This design comes from an exercise in tuning for small area, a short achievable clock period and few clock cycles per item on the open sky130 flow, not from production work. Function was checked by simulation only, so behaviour that the tests miss may differ from the original. Power and IR drop assume default switching activity.

## flow/design.v (module list and top-level ports; edited modules follow where they fit)
// module SequentialMultiplier128Bit: 3059 lines
module SequentialMultiplier128Bit(
    input [127:0] a,
    input [127:0] b,
    input reset_n,
    input clk,
    output [255:0] p,
    output done
    );
  // ...
==> flow/flow/run.sh <==
#!/bin/bash
# Own layout flow: the standard ORFS flow (standard.sh, unchanged synthesis) with two
# layout settings changed:
#  - the port buffers that buffer_ports inserts are sky130_fd_sc_hd__buf_1 instead of the
#    delay-type buffer it picks by default (every input and output port still gets a buffer);
#  - MATCH_CELL_FOOTPRINT=0, so the timing repair may resize a cell to one of another width.
# Each tool's full output goes to standard.log here and to ORFS's own logs under orfs/logs.
set -euo pipefail
export BUFFER_PORTS_ARGS="-buffer_cell sky130_fd_sc_hd__buf_1"
bash standard.sh MATCH_CELL_FOOTPRINT=0 "BUFFER_PORTS_ARGS=-buffer_cell sky130_fd_sc_hd__buf_1" finish > standard.log 2>&1
test -s out/final.def
==> flow/standard.sh <==
#!/bin/bash
# synth_recipe.tcl (not shown) runs the flow's synth.tcl, then flattens the netlist and writes it again
# the make line also repeats each setting of config.mk as NAME=value (left out here)
make -C /OpenROAD-flow-scripts/flow DESIGN_CONFIG=/design/flow/config.mk WORK_HOME=/design/flow/orfs CLKGATE_MAP_FILE= SYNTH_SCRIPT=/design/flow/synth_recipe.tcl "${@:-finish}"
==> flow/config.mk <==
export PLATFORM = sky130hd
export DESIGN_NAME = SequentialMultiplier128Bit
export DESIGN_NICKNAME = SequentialMultiplier128Bit
export VERILOG_FILES = /design/flow/design.v
export SDC_FILE = /design/flow/constraint.sdc
export NUM_CORES = 4
export LEC_CHECK = 0
export ABC_AREA = 1
export CAP_MARGIN = 20
export CORE_MARGIN = 2
export CORE_UTILIZATION = 45
export SETUP_SLACK_MARGIN = 2.7
export SLEW_MARGIN = 20
export TNS_END_PERCENT = 5
==> flow/constraint.sdc <==
create_clock -name core_clock -period 5.5 [get_ports {clk}]
set_input_delay 1.1000 -clock core_clock [delete_from_list [all_inputs] [get_ports {clk}]]
set_output_delay 1.1000 -clock core_clock [all_outputs]
set_load 0.01 [all_outputs]
==> qor.txt, run 1 <==
Reg power frac = 20.3%
Vias in the first global route = 41,510
Worst R2R Path Depth = 11
Fmax = 355.8 MHz
Multi-input combinational area share = 61.47%
Synth async-reset ratio = 2.098%
Xor and xnor area share after synthesis = 17.18%
Synthesized cell area = 0.04496 mm^2
Top post-synthesis cells by area = xor2_1, dfxtp_1, fa_1
P_leak = 22.95 nW
Multi-input gate area = 0.03224 mm^2
Max-area cell class = multi-input gates
# Taps = 1,287
Fraction of the mapped netlist area in simple logic gates = 18.42%
DR vias = 44,680
Setup Fix Bufs, Post-CTS = 34
Final WS setup = 2.689 ns
Slowest Stage Delay on Critical Path = 0.51 ns
Ant diodes = 7
Grt ovf = 0
Status = timing/DRC/antenna clean
Total Negative Setup Slacks = 0 ns
Clock Skew = 0.05412 ns
Yosys warning count = 1
Post-CTS Hold Fix Bufs = 0
Non-CTS buffers = 697
Seq/total area = 19.10%
Setup crit end = p[129]$_DFF_P_
Fin crit share = 51.11%
Testbench counts, summed over its fixed seeds: cycles 6,912, items 384.
==> inputs of run 2 (changes only) <==
--- a/flow/config.mk
+++ b/flow/config.mk
@@ -8,7 +8,7 @@
 export ABC_AREA = 1
 export CAP_MARGIN = 20
 export CORE_MARGIN = 2
-export CORE_UTILIZATION = 45
+export CORE_UTILIZATION = 55
 export SETUP_SLACK_MARGIN = 2.7
 export SLEW_MARGIN = 20
 export TNS_END_PERCENT = 5
==> run 2 against run 1 <==
Cell area fell by 1.2%; count of clock-buffer cells in the layout fell by 10; fmax fell by 3.6%; non-clock buffer count fell by 42; largest cell class unchanged; flip-flop and latch count did not move; clock power rose by 1%; combinational power fell by 3%; critical endpoint is now p[139]$_DFF_P_; setup slack got worse by 0.11 ns; critical path depth rose by 1; core utilization rose by 11 points.
==> qor.txt, run 2 <==
Status = timing/DRC/antenna clean
Final hold violation count = 0
Row count = 104
Mapped Nets = 6,689
Initial DRT Pass Iterations = 9
GPL Wtd Cong = 0.9340
P_leak = 22.76 nW (-0.87%)
Drt drc = 0
Hold_ws = 0.4727 ns
Fin crit period = 2.917 ns
Wire per inst = 23.21 um
Final setup fails = 0
Critical path data required time = 6.02 ns
Worst VDD drop = 0.2865 mV
Net switching power = 10.89 mW
Fin crit share = 53.03% (+1.9 points)
Most frequent cells in the layout = nand2_1, xor2_1, buf_1
Tot GR Track Use = 37.28%
Cells after Synth = 6,022
Arr. time, crit path = 3.43 ns
Post-synthesis adder-cell area fraction = 15.66%
Clock network fraction of total power = 16.9%
Clock Skew = 0.03843 ns (-0.01570 ns)
Crit Path Category = in -> reg
Starting density of the core = 55.73%
Slew margin rel. = 30.51%
Post-synth top area share = 13.13%
Core area = 0.08068 mm^2
Largest net degree at the start of global routing = 129
Fin. max-slew vios = 0
Grt ovf = 0 (unchanged)
Slew at the pin closest to its max-slew limit = 1.042 ns
Most common cell after layout, fill and taps aside = nand2_1
Top post-synthesis cells by area = xor2_1, dfxtp_1, fa_1
Reg power frac = 20.7% (+0.4 points)
Clock Pin Slew Worst Setup and Hold Paths = 0.06 ns
Reg2reg start = nz$_DFF_PN0_
Critical-path top delay cell = fa_1
Full die area = 0.08405 mm^2
HPWL after detailed placement = 108,300 um
Num CTS Buffers = 53
Initial antenna violation count = 8
Mux cell area share after synthesis = 0%
Synth area leader = xor2_1
Post-synthesis sequential area ratio = 22.05%
Final instance area = 0.05181 mm^2
P_int = 11.92 mW
Vias in the first global route = 41,500 (-0.0072%)
Synth Area in Compound Gates = 17.55%
# IOs = 515
Dpl cells = 7,220
Root buf cell = clkbuf_16
Post-synth EDFFs = 128
Total detailed-routing wirelength = 172,700 um
CTS tree = yes
First-pass GRT wire length = 245,700 um
Xor and xnor area share after synthesis = 17.18% (unchanged)
Synth unique cells = 67
Clk latency of the worst-skew pair = 0.67 ns
Max-cap violations = 0
CP Launch Point = b[17]
Number of DRC markers in iteration 0 = 4,183
Nets = 7,003
CTS Sinks = 429
Post-synth top cells = nand2_1, xor2_1, o22ai_1
DR vias = 44,710 (+0.081%)
Placed cell area = 0.04656 mm^2
Sw Share = 47.74%
Area Overhead vs Synth = 15.22%
Register bank with the most flops = S
IO Port Bufs = 514
Yosys warning count = 1 (unchanged)
FF+latch count, synth = 429
HP Class = reg -> reg
Routed Antenna Nets = 0
Post-Layout Cell Count = 7,441
Type of origin of the critical path = primary input
Hold Crit Start = neg[3]$_DFF_P_
Slowest Stage Delay on Critical Path = 0.47 ns (-0.04 ns)
Max reg flops = 129
Fmax = 342.8 MHz (-3.6%)
Fraction of the mapped netlist area in simple logic gates = 18.42% (unchanged)
Total Negative Setup Slacks = 0 ns (unchanged)
Synth async-reset ratio = 2.098% (unchanged)
Gate power share = 62.4%
Pwr per Cell Area = 440.1 mW/mm^2
Die extent in x = 289.9 um
RSZ-0062 raised after global routing = yes
Ys flop type = dfxtp_1
Mean post-synth cell area = 7.466 um^2
Most instantiated library cell after synthesis = nand2_1
Share of layout cells above drive strength 1 = 9.815%
CP endpoint kind = flop
Level count of the clock H-tree = 2
Vias per cell = 6.009
Synthesized cell area = 0.04496 mm^2 (unchanged)
CTS max path bufs = 3
CP Cell Sequence = buf_1 > inv_1 > o22ai_1 > xor2_1 > fa_1 > nand2_1 > inv_1 > nor2_1 > xor2_1 > o21ai_0 > a21oi_1 > a21oi_1
Chip height = 289.9 um
Crit path max fanout = 8
Main combinational cell family by area after synthesis = simple AND/OR/NAND/NOR gates
-- run 2: final cells by class --
| cell class | count | area (um^2) |
|---|---|---|
| Timing Repair Buffer | 655 | 3953 |
| Antenna cell | 3 | 7.507 |
| Clock inverter | 25 | 352.8 |
| Inverter | 525 | 2233 |
| Sequential cell | 429 | 10010 |
| Fill cell | 7321 | 28870 |
| Clock buffer | 72 | 1531 |
| Multi-Input combinational cell | 4658 | 32250 |
| Timing Repair inverter | 14 | 140.1 |
| Tap cell | 1060 | 1326 |
-- run 2: cell families (layout without fill, tap and decap cells) --
| kind of cell | after synthesis | in the layout |
|---|---|---|
| AOI/OAI and AO/OA | 1340 | 1340 |
| other | 1 | 4 |
| buffers and inverters | 940 | 1291 |
| xor gates and xnor gates | 882 | 882 |
| adders and majority gates | 410 | 410 |
| DFF | 429 | 429 |
| and+or+nand+nor | 2020 | 2025 |
-- run 2: power by group through the flow --
stage	Clock, mW	Combinational, mW	Sequential, mW
floorplan	0	10.7	4.31
global placement	0	12.5	4.71
detailed placement	0	12.7	4.70
CTS	3.88	13.1	4.64
global route	3.99	15.6	4.75
finish	3.86	14.2	4.71
-- run 2: worst paths after layout --
check,end,slack [ns],cells past startpoint
max,p[139]$_DFF_P_,2.58,12
max in group asynchronous,shen$_DFFE_PN1P_,3.97,2
max reg2reg,p[143]$_DFF_P_,2.63,12
min reg2reg,C[128]$_SDFF_PP0_,0.47,1
min in group asynchronous,done_r$_DFFE_PN0P_,1.23,2
min,C[128]$_SDFF_PP0_,0.47,1
-- run 2: metal layers --
metal	part of all wire, %	track usage (%)
met4	4.8	15.02
met1	40	49.45
met2	44	59.39
met3	11	7.843
met5	0.089	0
-- run 2: through the flow --
step | power [mW] | worst slack, ns | utilization [%]
2_1_floorplan | 14.96 | 2.555 | -
3_3_place_gp | 17.24 | 1.877 | 57.71
3_5_place_dp | 17.37 | 1.847 | 57.71
4_1_cts | 21.61 | 2.620 | 61.67
5_1_grt | 24.32 | 2.547 | 64.21
6_report | 22.80 | 2.583 | 64.21
-- run 2: worst max-delay path, delay by kind of cell --
kind                     cells  cell delay, ns
AO/OA/AOI/OAI                4            0.69
XOR/XNOR                     2            0.36
AND/OR/NAND/NOR              2            0.30
buffers and inverters        3            0.50
adder cells (fa/ha/maj)      1            0.47
-- run 2: what timing repair did --
item,CTS,global route
pin swaps,12,86
hold buffers,0,0
cloned,23,25
setup endpoints to repair,266,272
buffers inserted,22,51
gates resized for setup,182,299
==> inputs of run 3 (changes only) <==
--- a/flow/config.mk
+++ b/flow/config.mk
@@ -8,7 +8,8 @@
 export ABC_AREA = 1
 export CAP_MARGIN = 20
 export CORE_MARGIN = 2
-export CORE_UTILIZATION = 55
+export CORE_UTILIZATION = 50
+export GPL_ROUTABILITY_DRIVEN = 0
 export SETUP_SLACK_MARGIN = 2.7
 export SLEW_MARGIN = 20
 export TNS_END_PERCENT = 5
==> run 3 against run 2 <==
Via count shrank 1.6%; critical endpoint is now p[159]$_DFF_P_; flip-flop and latch count is the same; cell count grew 1.6%; cell area shrank 0.71%; highest routed layer unchanged; largest cell class unchanged; die area grew 9.9%.
==> qor.txt, run 3 <==
Chip height = 303.9 um (+4.8%)
Number of DRC markers in iteration 0 = 4,288 (+2.5%)
Clk latency of the worst-skew pair = 0.68 ns (about the same)
Largest net degree at the start of global routing = 129 (unchanged)
Grt ovf = 0 (unchanged)
Post-synth EDFFs = 128 (unchanged)
Vias per cell = 5.821 (-3.1%)
Type of origin of the critical path = flop
Row count = 109 (+4.8%)
Clock Pin Slew Worst Setup and Hold Paths = 0.06 ns (about the same)
Fin crit period = 2.849 ns (-0.06783 ns)
Arr. time, crit path = 3.34 ns (-0.09 ns)
Cells after Synth = 6,022 (unchanged)
Final setup fails = 0 (unchanged)
Mapped Nets = 6,689 (unchanged)
Fraction of the mapped netlist area in simple logic gates = 18.42% (unchanged)
Fin. max-slew vios = 0 (unchanged)
Max-cap violations = 0 (unchanged)
Mean post-synth cell area = 7.466 um^2 (unchanged)
Fmax = 351.0 MHz (+2.4%)
Starting density of the core = 50.64% (-5.1 points)
Initial antenna violation count = 5 (-3)
Met1 Use GR = 45.66% (-3.8 points)
HPWL after detailed placement = 108,500 um (+0.14%)
Core area = 0.08878 mm^2 (+10%)
Yosys warning count = 1 (unchanged)
Most common cell after layout, fill and taps aside = nand2_1
Final WS setup = 2.651 ns (+0.06783 ns)
Share of layout cells above drive strength 1 = 8.617% (-1.2 points)
Slew at the pin closest to its max-slew limit = 1.054 ns (+0.01215 ns)
Post-synthesis sequential area ratio = 22.05% (unchanged)
Fin crit share = 51.80% (-1.2 points)
Num CTS Buffers = 54 (+1.9%)
Grt met2 use = 55.12% (-4.3 points)
Worst R2R Path Depth = 8 (-4)
Most instantiated library cell after synthesis = nand2_1
FF+latch count, synth = 429 (unchanged)
Post-CTS Hold Fix Bufs = 0 (unchanged)
Post-synthesis adder-cell area fraction = 15.66% (unchanged)
Top post-synthesis cells by area = xor2_1, dfxtp_1, fa_1
IO Port Bufs = 514 (unchanged)
HP Class = reg -> reg
# IOs = 515 (unchanged)
Critical path data required time = 5.99 ns (-0.03 ns)
RSZ-0062 raised after global routing = yes
Tot GR Track Use = 34.52% (-2.8 points)
First-pass GRT wire length = 249,900 um (+1.7%)
Synth area leader = xor2_1
Worst VDD drop = 0.2592 mV (-9.5%)
Die extent in x = 303.9 um (+4.8%)
Mux cell area share after synthesis = 0% (unchanged)
CP endpoint kind = flop
Xor and xnor area share after synthesis = 17.18% (unchanged)
Crit path max fanout = 82 (+74)
DR vias = 44,020 (-1.6%)
Vias in the first global route = 41,680 (+0.44%)
Wire per inst = 22.88 um (-1.4%)
Drt drc = 0 (unchanged)
Routed Antenna Nets = 0 (unchanged)
Most frequent cells in the layout = nand2_1, xor2_1, buf_1
Initial DRT Pass Iterations = 5 (-4)
CTS Sinks = 429 (unchanged)
Status = timing/DRC/antenna clean
Area Overhead vs Synth = 14.40%
Final hold violation count = 0 (unchanged)
Pwr per Cell Area = 443.0 mW/mm^2 (+0.65%)
Ys flop type = dfxtp_1
Synth Area in Compound Gates = 17.55% (unchanged)
Nets = 7,018 (+0.21%)
CTS max path bufs = 3 (unchanged)
Full die area = 0.09234 mm^2 (+9.9%)
Post-synth top cells = nand2_1, xor2_1, o22ai_1
Total Negative Setup Slacks = 0 ns (unchanged)
Clock Skew = 0.05204 ns (+0.01361 ns)
Hold path depth = 1 (unchanged)
Total detailed-routing wirelength = 173,000 um (+0.17%)
P_leak = 22.71 nW (-0.20%)
Met3 Usage GRT = 6.971% (-0.87 points)
Post-synth top area share = 13.13% (unchanged)
Max reg flops = 129 (unchanged)
Level count of the clock H-tree = 2 (unchanged)
GRT busiest layer = met2
Synth async-reset ratio = 2.098% (unchanged)
Main combinational cell family by area after synthesis = simple AND/OR/NAND/NOR gates
Pre-CTS setup slack = 1.587 ns (-0.2595 ns)
Root buf cell = clkbuf_16
Synth unique cells = 67 (unchanged)
Crit Path Category = reg -> reg
CTS tree = yes
Synthesized cell area = 0.04496 mm^2 (unchanged)
Register bank with the most flops = S
Slew margin rel. = 29.70% (-0.81 points)
## run 3: final cells by class
cell class | count | area, um^2
Antenna cell | 3 | 7.507
Clock buffer | 72 | 1509
Clock inverter | 27 | 396.6
Fill cell | 8470 | 37350
Inverter | 525 | 2216
Multi-Input combinational cell | 4658 | 31650
Sequential cell | 429 | 10010
Tap cell | 1165 | 1458
Timing Repair Buffer | 669 | 4025
Timing Repair inverter | 14 | 166.4
## run 3: cells by family after synthesis
family | count (synthesis)
fa+ha+maj | 410
simple gates | 2020
flops | 429
xor+xnor | 882
other cells | 1
buf+inv | 940
compound gates | 1340
## run 3: final timing paths
kind,start,endpoint,slack (ns)
max,nz$_DFF_PN0_,p[159]$_DFF_P_,2.65
min,neg[3]$_DFF_P_,C[128]$_SDFF_PP0_,0.48
max reg2reg,nz$_DFF_PN0_,p[159]$_DFF_P_,2.65
min reg2reg,neg[3]$_DFF_P_,C[128]$_SDFF_PP0_,0.48
max in group asynchronous,reset_n,nz$_DFF_PN0_,4.46
min in group asynchronous,reset_n,cnt[2]$_DFFE_PN0N_,0.52
## run 3: what timing repair did
action                     in CTS  in global routing
cloned                         22                 25
buffers inserted               28                 65
resized for setup             142                234
setup endpoints to repair     266                261
pin swaps                      13                104
## run 3: critical path, stage by stage (launching register included)
cell and delay (ns):
dfrtp_4 0.52, buf_16 0.22, a22oi_1 0.34, fa_1 0.50
xnor2_1 0.25, xor2_1 0.25, o21ai_0 0.14, a21oi_1 0.23
a21oi_1 0.06
## run 3: through the flow
stage	cell area (um^2)	hold slack [ns]	power, mW	instances	utilization, %
final	51440	0.4775	22.79	7562	57.93
after global routing	51430	0.4983	24.36	7561	57.93
after CTS	49820	0.4729	21.74	7469	56.12
after detailed placement	46670	0.4496	17.46	7320	52.56
after global placement	46670	0.4492	17.34	7320	52.56
after floorplan	44980	0.4198	14.96	6022	-
## run 3: power breakdown
group	internal, mW	leakage (nW)	switching [mW]
sequential	3.89	3.79	0.809
combinational	5.73	18.0	8.43
clock	2.27	0.909	1.65
total	11.9	22.7	10.9
## run 3: metal layers
metal | routed length (um) | part of all wire, %
met1 | 70050 | 40
met2 | 77130 | 45
met3 | 17590 | 10
met4 | 8225 | 4.8
met5 | 22 | 0.013
==> inputs of run 4 (changes only) <==
--- a/flow/config.mk
+++ b/flow/config.mk
@@ -9,7 +9,6 @@
 export CAP_MARGIN = 20
 export CORE_MARGIN = 2
 export CORE_UTILIZATION = 50
-export GPL_ROUTABILITY_DRIVEN = 0
 export SETUP_SLACK_MARGIN = 2.7
 export SLEW_MARGIN = 20
 export TNS_END_PERCENT = 5
==> run 4 against run 3 <==
Still clean on timing, DRC and antenna; global-route usage is 0.20 points lower; setup slack better by 0.056 ns; power grew 0.32%; sequential power hardly changed; sequential share of layout area is 0.095 points lower; clock power shrank 3%; cell count hardly changed; fmax grew 2.0%; non-clock buffer count is 2 lower; largest cell class unchanged.
==> qor.txt, run 4 <==
Status = timing/DRC/antenna clean
Initial antenna violation count = 10 (+5)
P_leak = 22.72 nW (about the same)
Nets = 7,013 (-0.071%)
Type of origin of the critical path = flop
Worst-case hold path end point = C[128]$_SDFF_PP0_
Die extent in x = 303.9 um (unchanged)
RSZ-0062 raised after global routing = yes
Vias in the first global route = 42,000 (+0.75%)
Slowest Stage Delay on Critical Path = 0.49 ns (-0.03 ns)
Num CTS Buffers = 53 (-1.9%)
Arr. time, crit path = 3.29 ns (-0.05 ns)
Placed cell area = 0.04669 mm^2 (about the same)
CTS tree = yes
Wire per inst = 22.39 um (-2.2%)
Hold Crit Start = neg[3]$_DFF_P_
Routed Antenna Nets = 0 (unchanged)
Full die area = 0.09234 mm^2 (unchanged)
Most instantiated library cell after synthesis = nand2_1
Final WS setup = 2.707 ns (+0.05647 ns)
Post-CTS Hold Fix Bufs = 0 (unchanged)
Total detailed-routing wirelength = 169,200 um (-2.2%)
Dpl cells = 7,324 (+0.055%)
Initial DRT Pass Iterations = 6 (+1)
Final setup fails = 0 (unchanged)
Area Overhead vs Synth = 15.26%
DR vias = 44,030 (+0.023%)
Synthesized cell area = 0.04496 mm^2 (unchanged)
Cells after Synth = 6,022 (unchanged)
Critical path data required time = 6.00 ns (about the same)
Starting density of the core = 50.64% (unchanged)
HP Class = reg -> reg
Synth unique cells = 67 (unchanged)
Synth area leader = xor2_1
Yosys warning count = 1 (unchanged)
Tot GR Track Use = 34.32% (-0.20 points)
GPL Wtd Cong = 0.9005
IO Port Bufs = 514 (unchanged)
CP Cell Sequence = clkinvlp_4 > nand2_8 > clkinv_16 > buf_16 > a22oi_1 > fa_1 > xnor2_1 > xor2_1 > or2_2 > nand2_1 > a21oi_1 > a21oi_1
Clock Skew = 0.03722 ns (-0.01482 ns)
Post-synth top area share = 13.13% (unchanged)
Crit Path Category = reg -> reg
Mapped Nets = 6,689 (unchanged)
Post-synth EDFFs = 128 (unchanged)
Fin crit period = 2.793 ns (-0.05647 ns)
Max reg flops = 129 (unchanged)
Vias per cell = 5.824 (about the same)
HPWL after detailed placement = 109,900 um (+1.4%)
Filler instances = 8,460 (-0.12%)
Fin. max-slew vios = 0 (unchanged)
Largest net degree at the start of global routing = 129 (unchanged)
Most frequent cells in the layout = nand2_1, xor2_1, buf_1
Chip height = 303.9 um (unchanged)
Pre-CTS setup slack = 1.560 ns (-0.02693 ns)
Top post-synthesis cells by area = xor2_1, dfxtp_1, fa_1
Most common cell after layout, fill and taps aside = nand2_1
CP endpoint kind = flop
Final hold violation count = 0 (unchanged)
Final instance area = 0.05182 mm^2 (+0.76%)
First-pass GRT wire length = 249,500 um (-0.18%)
Max-cap violations = 0 (unchanged)
Level count of the clock H-tree = 2 (unchanged)
Clk latency of the worst-skew pair = 0.67 ns (about the same)
Worst R2R End = p[167]$_DFF_P_
Tot Pwr = 22.86 mW (+0.32%)
FF+latch count, synth = 429 (unchanged)
Drt drc = 0 (unchanged)
Clock Pin Slew Worst Setup and Hold Paths = 0.06 ns (about the same)
Root buf cell = clkbuf_16
Worst VDD drop = 0.2489 mV (-4.0%)
Total Negative Setup Slacks = 0 ns (unchanged)
Mean post-synth cell area = 7.466 um^2 (unchanged)
Post-synth top cells = nand2_1, xor2_1, o22ai_1
Synth async-reset ratio = 2.098% (unchanged)
Slew at the pin closest to its max-slew limit = 1.015 ns (-0.03914 ns)
Pwr per Cell Area = 441.1 mW/mm^2 (-0.43%)
Worst R2R Path Depth = 12 (+4)
Post-synthesis sequential area ratio = 22.05% (unchanged)
# IOs = 515 (unchanged)
Crit path max fanout = 12 (-85%)
Row count = 109 (unchanged)
Fmax = 358.1 MHz (+2.0%)
Ys flop type = dfxtp_1
Register bank with the most flops = S
Slew margin rel. = 32.31% (+2.6 points)
Number of DRC markers in iteration 0 = 3,988 (-7.0%)
Fin crit share = 50.77% (-1.0 points)
CTS max path bufs = 3 (unchanged)
Share of layout cells above drive strength 1 = 10.28% (+1.7 points)
Grt ovf = 0 (unchanged)
Critical-path top delay cell = fa_1
Worst reg2reg setup slack = 2.71 ns (+0.06 ns)
Core area = 0.08878 mm^2 (unchanged)
CP most frequent cell = a21oi_1
Hold path depth = 1 (unchanged)
Post-Layout Cell Count = 7,559 (-0.040%)
CTS Sinks = 429 (unchanged)
Reg2reg start = nz$_DFF_PN0_
## run 4: cell type report
class	instances	area, um^2	area share [%]
inverter	525	2202	4.249
multi-input combinational	4656	32040	61.83
tap	1165	1458	2.813
timing repair buffer	667	4056	7.827
clock buffer	74	1600	3.088
timing repair inverter	14	155.1	0.2994
antenna	4	10.01	0.01931
clock inverter	25	267.8	0.5167
sequential	429	10030	19.36
## run 4: repair_timing
item | CTS | global route
gates resized for setup | 181 | 293
buffers inserted | 32 | 61
endpoints found under the hold margin | 0 | 0
setup endpoints to repair | 267 | 229
pin swaps | 18 | 97
gates cloned | 19 | 20
## run 4: how the worst max path moves through the flow
stage,slack [ns],endpoint,startpoint,depth (start not counted)
after floorplan,2.56,p[246]$_DFF_P_,b[123],12
after global placement,1.68,p[149]$_DFF_P_,nz$_DFF_PN0_,12
after detailed placement,1.56,p[149]$_DFF_P_,nz$_DFF_PN0_,12
after CTS,2.66,p[236]$_DFF_P_,b[115],10
after global routing,2.59,p[199]$_DFF_P_,b[71],12
final,2.71,p[167]$_DFF_P_,nz$_DFF_PN0_,12
## run 4: power by group
part / internal (mW) / switching [mW]
clock network: 2.15 / 1.67
registers: 3.90 / 0.821
logic: 5.91 / 8.41
## run 4: cell families (layout without fill, tap and decap cells)
group,Yosys count,in the layout,share of synthesized area [%]
flops,429,429,22.05
compound gates,1340,1340,17.55
buf+inv,940,1305,9.122
fa+ha+maj,410,410,15.66
simple gates,2020,2023,18.42
other cells,1,5,0.008340
xor+xnor,882,882,17.18
## run 4: layer usage
layer,track usage [%],wire length (um),vias to the layer above
met5,0,181,-
met4,12.88,7581,10
met3,7.312,16710,428
met2,55.27,75670,2162
met1,45.23,69070,20840
li1,-,-,20590
## run 4: through the flow
step                      util, %  hold WS (ns)
after global placement      52.58        0.4523
after floorplan                 -        0.4198
after CTS                   56.26        0.4737
after detailed placement    52.58        0.4492
final                       58.37        0.4650
after global routing        58.37        0.4775
## run 4: critical path: cells and delay by family, from the launching register on
kind	cells	cell delay [ns]
compound gates	3	0.43
flops	1	0.44
xor+xnor	2	0.42
fa+ha+maj	1	0.49
buf+inv	3	0.47
simple gates	3	0.34
==> inputs of run 5 (changes only) <==
--- a/flow/config.mk
+++ b/flow/config.mk
@@ -9,6 +9,7 @@
 export CAP_MARGIN = 20
 export CORE_MARGIN = 2
 export CORE_UTILIZATION = 50
+export GPL_TIMING_DRIVEN = 0
 export SETUP_SLACK_MARGIN = 2.7
 export SLEW_MARGIN = 20
 export TNS_END_PERCENT = 5
==> run 5 against run 4 <==
Still clean on timing, DRC and antenna; register-to-register slack worse by 0.06 ns; global-route usage is 2.4 points higher; count of clock-buffer cells in the layout is 4 lower; combinational power is 8% higher; cell count is 4.3% higher; critical path depth stayed put; die area stayed put; area after synthesis stayed put; critical path type is now in -> reg; highest routed layer unchanged.
==> qor.txt, run 5 <==
Register bank with the most flops = S
Pwr per Cell Area = 447.1 mW/mm^2 (+1.4%)
Initial DRT Pass Iterations = 6 (unchanged)
Type of origin of the critical path = primary input
Sw Share = 46.55% (-1.1 points)
Wire per inst = 22.28 um (-0.47%)
Full die area = 0.09234 mm^2 (unchanged)
Starting density of the core = 50.64% (unchanged)
Final instance area = 0.05365 mm^2 (+3.5%)
Number of DRC markers in iteration 0 = 4,736 (+19%)
Worst VDD drop = 0.2993 mV (+20%)
Clock Skew = 0.04090 ns (+0.003684 ns)
Fmax = 346.3 MHz (-3.3%)
CTS Sinks = 429 (unchanged)
Most common cell after layout, fill and taps aside = nand2_1
CTS max path bufs = 3 (unchanged)
FF+latch count, synth = 429 (unchanged)
HP Class = in -> async
Post-synth top cells = nand2_1, xor2_1, o22ai_1
Most frequent cells in the layout = nand2_1, xor2_1, buf_1
# IOs = 515 (unchanged)
Net switching power = 11.17 mW (+2.4%)
Chip height = 303.9 um (unchanged)
Fin. max-slew vios = 0 (unchanged)
Filler instances = 8,496 (+0.43%)
Core area = 0.08878 mm^2 (unchanged)
Mapped Nets = 6,689 (unchanged)
IO Port Bufs = 514 (unchanged)
P_int = 12.82 mW (+7.2%)
Synth unique cells = 67 (unchanged)
Yosys warning count = 1 (unchanged)
Share of layout cells above drive strength 1 = 15.06% (+4.8 points)
Slew at the pin closest to its max-slew limit = 1.176 ns (+0.1611 ns)
Synth async-reset ratio = 2.098% (unchanged)
CTS tree = yes
Row count = 109 (unchanged)
Post-synth top area share = 13.13% (unchanged)
Mean post-synth cell area = 7.466 um^2 (unchanged)
Final WS setup = 2.612 ns (-0.09526 ns)
Root buf cell = clkbuf_16
Post-synth EDFFs = 128 (unchanged)
Worst reg2reg setup slack = 2.65 ns (-0.06 ns)
GPL Wtd Cong = 0.9926 (+10%)
Most instantiated library cell after synthesis = nand2_1
Max reg flops = 129 (unchanged)
Multi-input gate area = 0.03265 mm^2 (+1.9%)
Nets = 7,339 (+4.6%)
Reg power frac = 19.4% (-1.2 points)
Vias per cell = 5.712 (-1.9%)
Synthesized cell area = 0.04496 mm^2 (unchanged)
Final hold violation count = 0 (unchanged)
Grt ovf = 0 (unchanged)
Status = timing/DRC/antenna clean
Arr. time, crit path = 3.44 ns (+0.15 ns)
Fin crit period = 2.888 ns (+0.09526 ns)
Critical path data required time = 6.05 ns (+0.05 ns)
Num CTS Buffers = 54 (+1.9%)
DR vias = 45,050 (+2.3%)
Slew margin rel. = 21.57% (-11 points)
Final setup fails = 0 (unchanged)
Level count of the clock H-tree = 2 (unchanged)
Placed cell area = 0.04846 mm^2 (+3.8%)
Die extent in x = 303.9 um (unchanged)
Area Overhead vs Synth = 19.33%
Worst R2R End = p[241]$_DFF_P_
Vias in the first global route = 42,640 (+1.5%)
Pre-CTS setup slack = 0.7776 ns (-0.7828 ns)
HPWL after detailed placement = 134,500 um (+22%)
Largest net degree at the start of global routing = 65 (-50%)
Synth area leader = xor2_1
Setup crit end = p[245]$_DFF_P_
Clock network fraction of total power = 16.0% (-0.7 points)
Max-cap violations = 0 (unchanged)
Routed Antenna Nets = 0 (unchanged)
P_leak = 23.91 nW (+5.2%)
Crit Path Category = in -> reg
Clk latency of the worst-skew pair = 0.70 ns (+0.03 ns)
Initial antenna violation count = 9 (-1)
Crit path max fanout = 8 (-4)
Tot Pwr = 23.99 mW (+4.9%)
Tot GR Track Use = 36.74% (+2.4 points)
Reg2reg start = nz$_DFF_PN0_
Total Negative Setup Slacks = 0 ns (unchanged)
Reg area = 0.009991 mm^2 (-0.41%)
Gate power share = 64.6% (+2.0 points)
CP Launch Point = b[116]
RSZ-0062 raised after global routing = yes
Total detailed-routing wirelength = 175,700 um (+3.8%)
First-pass GRT wire length = 260,200 um (+4.3%)
Fin crit share = 52.51% (+1.7 points)
Top post-synthesis cells by area = xor2_1, dfxtp_1, fa_1
CP endpoint kind = flop
Post-synthesis sequential area ratio = 22.05% (unchanged)
Clock Pin Slew Worst Setup and Hold Paths = 0.06 ns (about the same)
Worst R2R Path Depth = 13 (+1)
Ys flop type = dfxtp_1
Drt drc = 0 (unchanged)
Cells after Synth = 6,022 (unchanged)
==> run 5: cell counts after synthesis <==
No cell type changed its count.
==> run 5: layout make-up <==
class	count	area share [%]
multi-input combinational	4654	60.86
sequential	429	18.62
buffer	415	5.508
timing repair buffer	593	4.946
inverter	525	3.818
clock buffer	70	2.878
tap	1165	2.717
clock inverter	32	0.6367
antenna	4	0.01866
==> run 5: worst max-delay path, stage by stage <==
cell	delay, ns
buf_1	0.23
inv_1	0.24
o22ai_1	0.30
xor2_1	0.14
fa_1	0.47
nand2_1	0.08
inv_1	0.05
nor2_1	0.14
xor2_1	0.26
o21ai_0	0.16
a21oi_1	0.21
a31oi_1	0.06
==> run 5: layer usage <==
metal / GRT usage (%) / routed length, um / up-vias
met3: 7.682 / 16640 / 403
met5: 0 / 60 / -
li1: - / - / 21240
met1: 48.36 / 71900 / 21310
met2: 58.43 / 78740 / 2091
met4: 15.79 / 8389 / 8
==> run 5: timing repair <==
action | in CTS | in global routing
hold buffers | 0 | 0
setup endpoints to repair | 395 | 340
resized for setup | 678 | 505
buffers inserted | 38 | 35
pin swaps | 57 | 154
cloned | 3 | 1
==> run 5: power groups by stage <==
stage	logic (mW)	registers, mW	clock network, mW
5_1_grt	16.9	4.71	3.98
4_1_cts	14.1	4.61	3.88
6_report	15.5	4.65	3.84
3_5_place_dp	13.5	4.63	0
3_3_place_gp	13.4	4.63	0
2_1_floorplan	10.7	4.31	0
==> run 5: kinds of logic after synthesis <==
| group | synth area share, % |
|---|---|
| flip-flops | 22.05 |
| other | 0.008340 |
| XOR/XNOR | 17.18 |
| AND/OR/NAND/NOR | 18.42 |
| buffers and inverters | 9.122 |
| AO/OA/AOI/OAI | 17.55 |
| adder cells (fa/ha/maj) | 15.66 |
==> run 5: through the flow <==
stage,util (%),instances,hold slack [ns]
finish,60.43,7887,0.2718
global placement,54.48,7701,0.4506
floorplan,-,6022,0.4198
detailed placement,54.58,7704,0.4542
CTS,58.41,7847,0.2495
global route,60.43,7886,0.2717
==> run 5: how the worst min path moves through the flow <==
stage,start,to,slack (ns)
3_3_place_gp,neg[3]$_DFF_P_,C[128]$_SDFF_PP0_,0.45
2_1_floorplan,neg[3]$_DFF_P_,C[128]$_SDFF_PP0_,0.42
5_1_grt,reset_n,cnt[0]$_DFFE_PN0N_,0.27
4_1_cts,reset_n,cnt[4]$_DFFE_PN0N_,0.25
3_5_place_dp,neg[3]$_DFF_P_,C[128]$_SDFF_PP0_,0.45
6_report,reset_n,done_r$_DFFE_PN0P_,0.27

separate check: timing with driven ports:
The flow's constraints put no driver on any port. The routed layouts listed below were extracted and timed again, unchanged, in two steps. Step 1: set_driving_cell puts a clkbuf_16 on clk and a buf_2 on each other input, an assumption about the parent block. Step 2 times the ports against the registers' clock, not the clock port: input delays grow and output delays shrink by t, the midpoint of the rising clock arrivals with the driver on. Slacks: ideal / step 1 / step 2; pairs: ideal / step 1.
run | shift t [ns] | setup WS [ns] | worst setup path after step 2 | slew at the worst register clock pin (ns) | worst data-port slew with drivers (ns)
run 1 | 0.756 | 2.689 / 2.710 / 1.987 | input to register | 0.07 / 0.07 | 0.16
run 2 | 0.728 | 2.583 / 2.630 / 1.904 | input to register | 0.07 / 0.07 | 0.15
run 3 | 0.728 | 2.651 / 2.651 / 1.953 | input to register | 0.07 / 0.07 | 0.13
run 4 | 0.724 | 2.707 / 2.707 / 1.994 | input to register | 0.07 / 0.07 | 0.17
run 5 | 0.756 | 2.612 / 2.651 / 1.912 | input to register | 0.07 / 0.07 | 0.13
After both steps every run listed still meets setup and hold. For run 4, which loses most, drivers alone change the setup slack by 0.000 ns; drivers and shift together by -0.713 ns.
